This design comes from an exercise in tuning for small area, a short achievable clock period and few clock cycles per item on the open sky130 flow, not from production work.
RTL that was checked went through simulation tests only; none was proved equivalent to the original.

// friet_ae_32_bits
module friet_ae_32_bits(clk, arstn, din, din_valid, din_ready, dout, dout_valid, dout_ready);
input clk;
input arstn;
input [31:0] din;
input din_valid;
output din_ready;
output [31:0] dout;
output dout_valid;
input dout_ready;
parameter ROUNDS = 1;
localparam [4:0] RC_START = 5'b01111;
localparam [4:0] RC_LAST = (ROUNDS == 1)  ? 5'b11001 :
                           (ROUNDS == 2)  ? 5'b01100 :
                           (ROUNDS == 3)  ? 5'b10110 : 5'b01011;
localparam [4:0] RC_PEN  = (ROUNDS == 1)  ? 5'b01100 :
                           (ROUNDS == 2)  ? 5'b01011 :
                           (ROUNDS == 3)  ? 5'b01010 : 5'b01110;
reg [31:0] din_q;
reg vld_q;
reg din_ready_q;
reg [2:0] room;
reg start_q;        
wire take = din_valid & din_ready_q;
reg cq_noop;        
reg cq_clear;       
reg [4:0] cq_op;    
reg sq_zero;        
reg sq_gt16;        
reg sq_rnz;         
reg [3:0] sq_lastpos;
reg [2:1] sq_pmask;
reg [2:0] sq_blkn;
reg [2:0] sq_amt;      
wire [3:0] din_low_m1 = din[3:0] - 4'd1;
wire din_gt16 = (din[31:5] != 27'd0) | (din[4] & (din[3:0] != 4'd0));
wire [1:0] nm1_small = din_low_m1[3:2];
wire [3:0] lp_small = {nm1_small == 2'd3, nm1_small == 2'd2, nm1_small == 2'd1, nm1_small == 2'd0};
wire [2:0] n_small = {1'b0, nm1_small} + 3'd1;
always @(posedge clk) begin
    din_q <= din;
    cq_noop <= ~((din[7:0] >= 8'h01) & (din[7:0] <= 8'h05));
    cq_clear <= (din[7:0] == 8'h00);
    cq_op <= {din[2:0] == 3'd5, din[2:0] == 3'd4, din[2:0] == 3'd3, din[2:0] == 3'd2, din[2:0] == 3'd1};
    sq_zero <= (din == 32'd0);
    sq_gt16 <= din_gt16;
    sq_rnz <= ~din_gt16 & (din[1:0] != 2'b00);
    sq_lastpos <= din_gt16 ? 4'b1000 : lp_small;
    sq_pmask[1] <= (din[1:0] != 2'b01);
    sq_pmask[2] <= (din[1:0] == 2'b11);
    sq_blkn <= din_gt16 ? 3'd4 : n_small;
    sq_amt <= din_gt16 ? 3'd4 : (n_small + 3'd2);
end
wire [1:0] inc;
wire data_grant;
wire size_grant;
wire [2:0] data_amt;
wire [2:0] room_m1 = room - 3'd1;
wire [2:0] room_p1 = room + 3'd1;
wire [2:0] room_p2 = room + 3'd2;
  ...
For scale: ~620 flip-flops, ~70 I/O pins, about 35000 sq um of cells after synthesis.
Settings: LEC_CHECK=0, ABC_AREA=1, CAP_MARGIN=20, CORE_MARGIN=2, CORE_UTILIZATION=40, SETUP_SLACK_MARGIN=2.9, SLEW_MARGIN=20; clock period 5.0 ns.
run.sh (not shown) runs the stock make flow with config.mk's settings and CLKGATE_MAP_FILE= SYNTH_SCRIPT=/design/flow/synth_recipe.tcl, a recipe that flattens the netlist after the stock synthesis.
Then changed:
--- a/flow/design.v
+++ b/flow/design.v
@@ -66,79 +66,68 @@
 reg cq_noop;        
 reg cq_clear;       
 reg [4:0] cq_op;    
 reg sq_zero;        
 reg sq_gt16;        
 reg sq_rnz;         
 reg [3:0] sq_lastpos;
 reg [2:1] sq_pmask;
 reg [2:0] sq_blkn;
 reg [2:0] sq_amt;      
 wire [3:0] din_low_m1 = din[3:0] - 4'd1;
 wire din_gt16 = (din[31:5] != 27'd0) | (din[4] & (din[3:0] != 4'd0));
-wire [1:0] nm1_small = din_low_m1[3:2];
-wire [3:0] lp_small = {nm1_small == 2'd3, nm1_small == 2'd2, nm1_small == 2'd1, nm1_small == 2'd0};
-wire [2:0] n_small = {1'b0, nm1_small} + 3'd1;
+wire [1:0] din_nm1 = din_gt16 ? 2'd3 : din_low_m1[3:2];
 always @(posedge clk) begin
     din_q <= din;
     cq_noop <= ~((din[7:0] >= 8'h01) & (din[7:0] <= 8'h05));
     cq_clear <= (din[7:0] == 8'h00);
     cq_op <= {din[2:0] == 3'd5, din[2:0] == 3'd4, din[2:0] == 3'd3, din[2:0] == 3'd2, din[2:0] == 3'd1};
     sq_zero <= (din == 32'd0);
     sq_gt16 <= din_gt16;
     sq_rnz <= ~din_gt16 & (din[1:0] != 2'b00);
-    sq_lastpos <= din_gt16 ? 4'b1000 : lp_small;
+    sq_lastpos <= {din_nm1 == 2'd3, din_nm1 == 2'd2, din_nm1 == 2'd1, din_nm1 == 2'd0};
     sq_pmask[1] <= (din[1:0] != 2'b01);
     sq_pmask[2] <= (din[1:0] == 2'b11);
-    sq_blkn <= din_gt16 ? 3'd4 : n_small;
-    sq_amt <= din_gt16 ? 3'd4 : (n_small + 3'd2);
+    sq_blkn <= {1'b0, din_nm1} + 3'd1;
+    sq_amt <= {1'b0, din_nm1} + 3'd1 + {~din_gt16, 1'b0};
 end
 wire [1:0] inc;
 wire data_grant;
 wire size_grant;
 wire [2:0] data_amt;
-wire [2:0] room_m1 = room - 3'd1;
-wire [2:0] room_p1 = room + 3'd1;
-wire [2:0] room_p2 = room + 3'd2;
+wire [2:0] room_inc = room + {1'b0, inc};
 always @(posedge clk or negedge arstn) begin
     if (arstn == 1'b0) begin
         vld_q <= 1'b0;
-        room <= 3'd0;
+        room <= 3'd2;
         din_ready_q <= 1'b0;
         start_q <= 1'b1;
     end else begin
         start_q <= 1'b0;
         vld_q <= take;
-        if (start_q == 1'b1) begin
-            room <= 3'd2;
-        end else if (data_grant == 1'b1 || size_grant == 1'b1) begin
+        if (data_grant == 1'b1 || size_grant == 1'b1) begin
             room <= data_amt;
+        end else if (take == 1'b1) begin
+            room <= room_inc - 3'd1;
         end else begin
-            case ({inc, take})
-                3'b001 : room <= room_m1;
-                3'b010, 3'b101 : room <= room_p1;
-                3'b100 : room <= room_p2;
-                default : room <= room;
-            endcase
+            room <= room_inc;
         end
         din_ready_q <= start_q | data_grant | size_grant | (inc != 2'b00) | (take ? (room[2:1] != 2'b00) : din_ready_q);
     end
 end
 assign din_ready = din_ready_q;
-reg p_size, p_data, p_orw;
-wire p_cmd = ~(p_size | p_data | p_orw);
+reg p_cmd, p_size, p_data, p_orw;
 reg o_abs, o_enc, o_dec, o_gtag, o_vtag;
 reg busy;
-reg clr_n;
-wire clr = ~clr_n;   
+reg clr;
 reg pad0_pend;
 reg pad0_abs;       
 reg granted;
 reg dec16_pend;
 reg gblk_done;      
 reg gtag_done;
 reg orw_done;
 reg [31:0] ctr;
 reg gt16;           
 reg [1:0] widx;
 reg [4:0] rc;
 reg [383:0] state;
@@ -295,53 +284,55 @@
     if (arstn == 1'b0) begin
         busy <= 1'b0;
     end else if (cmd_clear == 1'b1) begin
         busy <= 1'b0;
     end else if (start_perm == 1'b1) begin
         busy <= 1'b1;
     end else if (busy == 1'b1 && rc == RC_LAST) begin
         busy <= 1'b0;
     end
 end
 always @(posedge clk or negedge arstn) begin
     if (arstn == 1'b0) begin
-        clr_n <= 1'b0;
+        clr <= 1'b1;
     end else begin
-        clr_n <= ~cmd_clear;
+        clr <= cmd_clear;
     end
 end
 always @(posedge clk or negedge arstn) begin
     if (arstn == 1'b0) begin
         pad0_pend <= 1'b0;
     end else if (cmd_clear == 1'b1) begin
         pad0_pend <= 1'b0;
     end else if (size_step == 1'b1 && size_zero == 1'b1 && o_dup == 1'b1) begin
         pad0_pend <= 1'b1;
     end else if (zpad_en == 1'b1) begin
         pad0_pend <= 1'b0;
     end
 end
 always @(posedge clk) begin
     if (size_step == 1'b1 && size_zero == 1'b1 && o_dup == 1'b1) begin
         pad0_abs <= o_abs;
     end
 end
 wire blk_end = (dstep | emit) & last_w;
 wire op_end = (dstep | emit) & op_last_w;
 always @(posedge clk or negedge arstn) begin
     if (arstn == 1'b0) begin
+        p_cmd <= 1'b1;
         p_size <= 1'b0;
         p_data <= 1'b0;
         p_orw <= 1'b0;
     end else begin
+        p_cmd <= (p_cmd & ~(vld_q & cmd_op)) | (size_step & size_zero) | (op_end & ~o_vtag) | (p_orw & dout_ready);
         p_size <= (p_size & ~vld_q) | (cmd_step & cmd_op);
         p_data <= (p_data & ~op_end) | (size_step & ~size_zero);
         p_orw <= (p_orw & ~dout_ready) | (op_end & o_vtag);
     end
 end
 always @(posedge clk) begin
     if (cmd_step == 1'b1) begin
         o_abs <= cq_op[0];
         o_enc <= cq_op[1];
         o_dec <= cq_op[2];
         o_gtag <= cq_op[3];
         o_vtag <= cq_op[4];
After rerunning:
- via count rises by 4.4%
- design area rises by 0.59%
- wire length rises by 3.1%
- first-iteration DRC count falls by 0.49%
- critical path depth falls by 1
- area after synthesis rises by 2.1%
- setup slack is worse by 46 ps
No functional check of the RTL was part of any run of this note.

========
friet_ae_32_bits, a different RTL version from the one above (not shown whole).
For scale: about 4400 cells after synthesis, roughly 610 flip-flops, roughly 70 I/O pins, ~0.034 sq mm of cells after synthesis.
Settings: LEC_CHECK=0, ABC_AREA=1, CAP_MARGIN=20, CORE_MARGIN=2, CORE_UTILIZATION=40, SETUP_SLACK_MARGIN=3.1, SLEW_MARGIN=20; clock period 5.0 ns.
The starting point finished with timing, DRC and antenna clean.
Testbench counts at the start, summed over its fixed seeds: cycles 192,210, bytes 106,199.
==> next run, changes <==
--- a/flow/design.v
+++ b/flow/design.v
@@ -55,18 +55,19 @@
                            (ROUNDS == 2)  ? 5'b01100 :
                            (ROUNDS == 3)  ? 5'b10110 : 5'b01011;
 localparam [4:0] RC_PEN  = (ROUNDS == 1)  ? 5'b01100 :
                            (ROUNDS == 2)  ? 5'b01011 :
                            (ROUNDS == 3)  ? 5'b01010 : 5'b01110;
 reg [31:0] din_q;
 reg vld_q;
 reg din_ready_q;
 reg [2:0] room;
+reg start_q;        
 wire take = din_valid & din_ready_q;
 reg cq_noop;        
 reg cq_clear;       
 reg [4:0] cq_op;    
 reg sq_zero;        
 reg sq_gt16;        
 reg sq_rnz;         
 reg [3:0] sq_lastpos;
 reg [2:1] sq_pmask;
@@ -90,29 +91,31 @@
 wire [1:0] inc;
 wire data_grant;
 wire size_grant;
 wire [2:0] data_amt;
 wire [2:0] room_inc = room + {1'b0, inc};
 always @(posedge clk or negedge arstn) begin
     if (arstn == 1'b0) begin
         vld_q <= 1'b0;
         room <= 3'd2;
-        din_ready_q <= 1'b1;
+        din_ready_q <= 1'b0;
+        start_q <= 1'b1;
     end else begin
+        start_q <= 1'b0;
         vld_q <= take;
         if (data_grant == 1'b1 || size_grant == 1'b1) begin
             room <= data_amt;
         end else if (take == 1'b1) begin
             room <= room_inc - 3'd1;
         end else begin
             room <= room_inc;
         end
-        din_ready_q <= data_grant | size_grant | (inc != 2'b00) | (take ? (room[2:1] != 2'b00) : din_ready_q);
+        din_ready_q <= start_q | data_grant | size_grant | (inc != 2'b00) | (take ? (room[2:1] != 2'b00) : din_ready_q);
     end
 end
 assign din_ready = din_ready_q;
 reg p_cmd, p_size, p_data, p_orw;
 reg o_abs, o_enc, o_dec, o_gtag, o_vtag;
 reg busy;
 reg clr;
 reg pad0_pend;
 reg pad0_abs;       
Result:
- routed wire length goes up by 3.6%
- worst setup slack loses 62 ps
- global-route usage goes down by 0.44 points
- via count goes up by 1.7%
- final area barely changes
- count of clock-buffer cells in the layout goes down by 3
- first-iteration DRC count goes up by 6.7%
- register-to-register slack loses 120 ps
- core utilization hardly moves
- non-clock buffer count goes down by 10
- sequential share of layout area stays flat
The RTL of the second run of this note was laid out without a check of its function.

==> separate check: timing with driven ports <==
Ports are ideal in the flow. The routed layouts listed here were re-timed in OpenROAD. Step 1, drivers: a clkbuf_16 drives clk and a buf_2 each remaining input, both assumed. Step 2 times the ports against the registers' clock, not the clock port: input delays grow and output delays shrink by t, the midpoint of the rising clock arrivals with the driver on. Three values: ideal ports, drivers, drivers and shift; two values: the first two.
run | shift t [ns] | setup WS [ns] | clock arrival spread, ns | worst slew at a driven data input, ns
the first run of note 1 | 0.718 | 2.783 / 2.727 / 2.256 | 0.037 / 0.037 | 0.04
the second run of note 1 | 0.692 | 2.737 / 2.737 / 2.102 | 0.025 / 0.025 | 0.04
the first run of note 2 | 0.718 | 2.713 / 2.643 / 2.307 | 0.023 / 0.023 | 0.05
the second run of note 2 | 0.699 | 2.652 / 2.652 / 2.266 | 0.030 / 0.029 | 0.05
After both steps setup and hold are still met in every run listed. The setup slack of the second run of note 1, which loses most, moves by 0.000 ns with the drivers and by -0.635 ns with both steps.
